Source: an optimization exercise on an open RTL-to-GDS flow (aim: small area). Production flows keep margins and buffers that such runs may drop. In this exercise RTL edits were held to simulation tests only and were not proved equivalent to the original.

// fft_top
module fft_top(
    input          sys_clk,
    input          sys_rst_n,
    input          Rx_0,
    output         Tx_0,
    output         Clk_0,
    output         CS,
    output [31:0]  ad_data0,
    output [31:0]  ad_data1,
    output [31:0]  ad_data2,
    output         en_Ain0,
    output         en_Ain1,
    input  [31:0]  P_target,
    output [31:0]  i_current,
    input  [31:0]  P_measure
);
wire [1:0]  tag;
wire [23:0] sr;
ads1258 u_ads1258 (
    .sysclk(sys_clk), .locked(sys_rst_n), .Rx_0(Rx_0),
    .Tx_0(Tx_0), .Clk_0(Clk_0), .CS(CS),
    .en_Ain0(en_Ain0), .tag(tag), .sr(sr)
);
assign en_Ain1 = en_Ain0;
reg [23:0] d0, d1, d2;
always @(posedge sys_clk) begin
    if (!sys_rst_n) begin
        d0 <= 24'd7; d1 <= 24'd7; d2 <= 24'd0;
    end else if (en_Ain0) begin
        if (tag == 2'd0) d0 <= sr;
        if (tag == 2'd1) d1 <= sr;
        if (tag == 2'd2) d2 <= sr;
    end
end
assign ad_data0 = {8'd0, d0};
assign ad_data1 = {8'd0, d1};
assign ad_data2 = {8'd0, d2};
PID_UV_LED PID_UV_LED (
    .clk(sys_clk), .rst_n(sys_rst_n),
    .P_measure(P_measure), .P_target(P_target), .i_current(i_current)
);
endmodule
Settings: LEC_CHECK=0, CAP_MARGIN=20, CORE_MARGIN=2, CORE_UTILIZATION=40, CTS_BUF_LIST=sky130_fd_sc_hd__clkbuf_4, SLEW_MARGIN=20; clock period 10.0 ns.
run.sh (not shown) runs the stock make flow with config.mk's settings and CLKGATE_MAP_FILE= SYNTH_SCRIPT=/design/flow/synth_recipe.tcl, a recipe that flattens the netlist after the stock synthesis.
The starting point passed the timing, DRC and antenna checks.
Edit:
CTS_BUF_LIST = not set   (was sky130_fd_sc_hd__clkbuf_4)
Outcome: The new run produced a clean layout; count of clock-buffer cells in the layout is lower by 80; global-route usage is lower by 0.57 points; synthesized area does not change; critical path depth stays the same; synthesized cell count is unchanged; clock skew is lower by 0.020 ns; design area is higher by about 0.3%.

* * *

fft_top, a different RTL version from the one above (not shown whole).
For scale: ~1000 cells after synthesis.
Settings: LEC_CHECK=0, CAP_MARGIN=20, CORE_MARGIN=2, CORE_UTILIZATION=80, CTS_BUF_LIST=sky130_fd_sc_hd__clkbuf_4 sky130_fd_sc_hd__clkbuf_8, CTS_CLUSTER_DIAMETER=60, CTS_CLUSTER_SIZE=16, SLEW_MARGIN=20; clock period 10.0 ns.
standard.sh (not shown) runs the stock make flow with config.mk's settings and CLKGATE_MAP_FILE= SYNTH_SCRIPT=/design/flow/synth_recipe.tcl, a recipe that flattens the netlist after the stock synthesis.
==> flow/flow/run.sh <==
#!/bin/bash
# Own layout flow: the standard flow, with these changes.
#  1. Port buffers are the smallest buffer cell (buffer_ports -buffer_cell).
#  2. The synthesis's single tie-low cell is kept for all constant outputs
#     (no per-load tie cells).
#  3. After the standard synthesis, flow/faflip.py re-chooses the polarity
#     of the full-adder cells to drop inverters, and flow/invfold.py folds
#     single-load inverters into the NOR2/NAND2 they feed (registers are
#     left exactly as the standard synthesis made them).
# Each tool's output goes to a log file of its own in this folder.
set -euo pipefail
export BUFFER_PORTS_ARGS="-buffer_cell sky130_fd_sc_hd__buf_1"
export SKIP_REPAIR_TIE_FANOUT=1
R=orfs/results/${FLOW_PLATFORM}/fft_top/base
bash standard.sh synth > synth.log 2>&1
cp $R/1_2_yosys.v 1_2_yosys.standard.v
python3 flow/faflip.py 1_2_yosys.standard.v 1_2_yosys.faflip.v > faflip.log 2>&1
python3 flow/invfold.py 1_2_yosys.faflip.v $R/1_2_yosys.v > invfold.log 2>&1
bash standard.sh > layout.log 2>&1
Other scripts of this flow, unchanged in this note and not shown: flow/flow/faflip.py, flow/flow/invfold.py
The first run went through all stages and came out clean.
==> next run, changes <==
- CTS_BUF_LIST: sky130_fd_sc_hd__clkbuf_4 sky130_fd_sc_hd__clkbuf_8 -> sky130_fd_sc_hd__clkbuf_8
- non-clock buffer count stays the same
- maximum frequency came out higher by 0.55%
- cell count is unchanged
- via count came out higher by 0.77%
- register-to-register slack gains 0.05 ns
- worst setup slack gains 0.053 ns
- global-route usage came out higher by 0.19 points
- utilization came out lower by 0.22 points
==> next run, changes <==
- GPL_ROUTABILITY_DRIVEN: unset -> 0
Wire length climbs by 3.3%.
Design area barely changes.
Fmax came out lower by 0.49%.
==> next run, changes <==
- GPL_ROUTABILITY_DRIVEN: 0 -> unset
- GPL_TIMING_DRIVEN: unset -> 0
After rerunning: Utilization grows by 2.5 points; cell area grows by 2.8%; die area does not change.
==> next run, changes <==
- CAP_MARGIN: 20 -> 5
- GPL_TIMING_DRIVEN: 0 -> unset
- SLEW_MARGIN: 20 -> 5
Result: The changed run finished clean. Fmax hardly moves. Synthesized cell count is unchanged. Cell area falls by 2.7%. Utilization shrinks by 2.4 points. Flip-flop and latch count is unchanged. Via count shrinks by 7.5%.

* * *

Another version of the RTL of fft_top (not shown whole).
Size: roughly 200 I/O pins, ~0.015 mm2 of cells after synthesis.
clock: 10.0 ns
lec_check: 0
cap_margin: 20
core_margin: 2
core_utilization: 80
cts_buf_list: sky130_fd_sc_hd__clkbuf_16
cts_cluster_diameter: 60
cts_cluster_size: 24
slew_margin: 20
==> flow/flow/run.sh <==
#!/bin/bash
# Own layout flow: the standard flow, with these changes.
#  1. Port buffers are the smallest buffer cell (buffer_ports -buffer_cell).
#  2. The synthesis's single tie-low cell is kept for all constant outputs
#     (no per-load tie cells).
#  3. After the standard synthesis, flow/faflip.py re-chooses the polarity
#     of the full-adder cells to drop inverters (registers untouched).
# Each tool's output goes to a log file of its own in this folder.
set -euo pipefail
export BUFFER_PORTS_ARGS="-buffer_cell sky130_fd_sc_hd__buf_1"
export SKIP_REPAIR_TIE_FANOUT=1
R=orfs/results/${FLOW_PLATFORM}/fft_top/base
bash standard.sh synth > synth.log 2>&1
cp $R/1_2_yosys.v 1_2_yosys.standard.v
python3 flow/faflip.py 1_2_yosys.standard.v $R/1_2_yosys.v > faflip.log 2>&1
bash standard.sh > layout.log 2>&1
Other scripts of this flow, unchanged in this note and not shown: flow/flow/faflip.py
Edit:
--- a/flow/flow/run.sh
+++ b/flow/flow/run.sh
@@ -2 +2 @@
-# Own layout flow: the standard flow, with these changes.
+# Own layout flow: the standard flow, with two changes.
@@ -4,3 +4 @@
-#  2. The synthesis's single tie-low cell is kept for all constant outputs
-#     (no per-load tie cells).
-#  3. After the standard synthesis, flow/faflip.py re-chooses the polarity
+#  2. After the standard synthesis, flow/faflip.py re-chooses the polarity
@@ -11 +8,0 @@
-export SKIP_REPAIR_TIE_FANOUT=1
--- a/flow/config.mk
+++ b/flow/config.mk
@@ -11,3 +11,3 @@
-export CTS_BUF_LIST = sky130_fd_sc_hd__clkbuf_16
-export CTS_CLUSTER_DIAMETER = 60
-export CTS_CLUSTER_SIZE = 24
+export CTS_BUF_LIST = sky130_fd_sc_hd__clkbuf_8
+export CTS_CLUSTER_DIAMETER = 45
+export CTS_CLUSTER_SIZE = 22
After rerunning: The changed run ran to the end with no violations. Maximum frequency shrinks by 1.5%. Critical path depth is unchanged. Routed wire length grows by 19%. Cell count grows by 3.6%. Area after synthesis stays the same. Clock-buffer cell count grows by 13. Final area grows by 1.3%. First-iteration DRC count grows by 27%. Hold slack gets better by 0.016 ns.
Edit:
--- a/flow/config.mk
+++ b/flow/config.mk
@@ -12,2 +12,2 @@
-export CTS_CLUSTER_DIAMETER = 45
-export CTS_CLUSTER_SIZE = 22
+export CTS_CLUSTER_DIAMETER = 60
+export CTS_CLUSTER_SIZE = 16
What happened: Non-clock buffer count is lower by 1. Global-route usage came out lower by 2.9 points. Core utilization drops by 1.5 points. Die area is unchanged. Synthesized area does not change. Final area came out lower by 1.7%. Cell count falls by about 1.1%.
Edit:
--- a/flow/flow/run.sh
+++ b/flow/flow/run.sh
@@ -2 +2 @@
-# Own layout flow: the standard flow, with two changes.
+# Own layout flow: the standard flow, with these changes.
@@ -4 +4,3 @@
-#  2. After the standard synthesis, flow/faflip.py re-chooses the polarity
+#  2. The synthesis's single tie-low cell is kept for all constant outputs
+#     (no per-load tie cells).
+#  3. After the standard synthesis, flow/faflip.py re-chooses the polarity
@@ -8,0 +11 @@
+export SKIP_REPAIR_TIE_FANOUT=1
Via count shrinks by 2.9%.
Final area shrinks by 0.65%.
Sequential share of layout area grows by 0.28 points.
Die area does not change.
Wire length shrinks by 6.0%.
Worst hold slack hardly moves.
Area after synthesis stays the same.
Utilization shrinks by 0.58 points.
Fmax grows by 0.41%.

* * *

Another version of the RTL of fft_top (not shown whole).
Size in the first run: roughly 1,500 cells after synthesis, ~200 I/O pins, roughly 16,000 µm² of cells after synthesis.
## fft_top
module fft_top(
    input          sys_clk,
    input          sys_rst_n,
    input          Rx_0,
    output         Tx_0,
    output         Clk_0,
    output         CS,
    output [31:0]  ad_data0,
    output [31:0]  ad_data1,
    output [31:0]  ad_data2,
    output         en_Ain0,
    output         en_Ain1,
    input  [31:0]  P_target,
    output [31:0]  i_current,
    input  [31:0]  P_measure
);
clock: 10.0 ns
lec_check: 0
cap_margin: 20
core_margin: 2
core_utilization: 40
slew_margin: 20
run.sh (not shown) runs the stock make flow with config.mk's settings and CLKGATE_MAP_FILE= SYNTH_SCRIPT=/design/flow/synth_recipe.tcl, a recipe that flattens the netlist after the stock synthesis.
Stock flow here: none of the scripts above is used.
==> next run, changes <==
- CTS_BUF_LIST: default -> sky130_fd_sc_hd__clkbuf_8
- CTS_CLUSTER_DIAMETER: default -> 60
- CTS_CLUSTER_SIZE: default -> 12
After rerunning:
- The new run finished clean
- sequential cell count does not change
- maximum frequency stays flat
- die area does not change
- hold slack gets worse by 5.7 ps
- routed wire length falls slightly
- worst setup slack gets worse by 20 ps
- core utilization falls by 1.3 points

-- port drivers added, routing unchanged --
No port has a modelled driver above. Below, the same layouts with a new extraction and two added sets of constraints.
Step 1 assumes that a clkbuf_16 drives the clock port and a buf_2 every other input.
Step 2 moves the port delays by t, midway between the first and last clock arrival at a register: inputs arrive t later, outputs are due t later. That takes back most of the time a late clock gives input paths.
a / b / c = no drivers / after step 1 / after step 2; a / b = the first two.
| run | t (ns) | setup WS [ns] | clock arrival spread, ns | worst data-port slew with drivers (ns) |
|---|---|---|---|---|
| the first run of note 1 | 0.780 | 0.746 / 0.746 / 0.746 | 0.047 / 0.047 | 0.05 |
| the second run of note 1 | 0.566 | 0.748 / 0.748 / 0.748 | 0.018 / 0.018 | 0.05 |
| the first run of note 2 | 0.585 | 0.304 / 0.304 / 0.304 | 0.025 / 0.025 | 0.04 |
| the second run of note 2 | 0.574 | 0.357 / 0.357 / 0.357 | 0.025 / 0.025 | 0.04 |
| the third run of note 2 | 0.593 | 0.309 / 0.309 / 0.309 | 0.024 / 0.024 | 0.05 |
| the fourth run of note 2 | 0.579 | 0.311 / 0.311 / 0.311 | 0.029 / 0.030 | 0.05 |
| the fifth run of note 2 | 0.576 | 0.320 / 0.320 / 0.320 | 0.047 / 0.046 | 0.05 |
| the first run of note 3 | 0.550 | 0.388 / 0.388 / 0.388 | 0.027 / 0.026 | 0.04 |
| the second run of note 3 | 0.641 | 0.240 / 0.240 / 0.240 | 0.049 / 0.049 | 0.05 |
| the third run of note 3 | 0.597 | 0.265 / 0.265 / 0.265 | 0.033 / 0.033 | 0.05 |
| the fourth run of note 3 | 0.589 | 0.305 / 0.305 / 0.305 | 0.023 / 0.023 | 0.04 |
| the first run of note 4 | 0.608 | 0.838 / 0.838 / 0.838 | 0.013 / 0.012 | 0.08 |
| the second run of note 4 | 0.657 | 0.818 / 0.818 / 0.818 | 0.042 / 0.042 | 0.07 |
After both steps setup and hold are still met in every run listed.
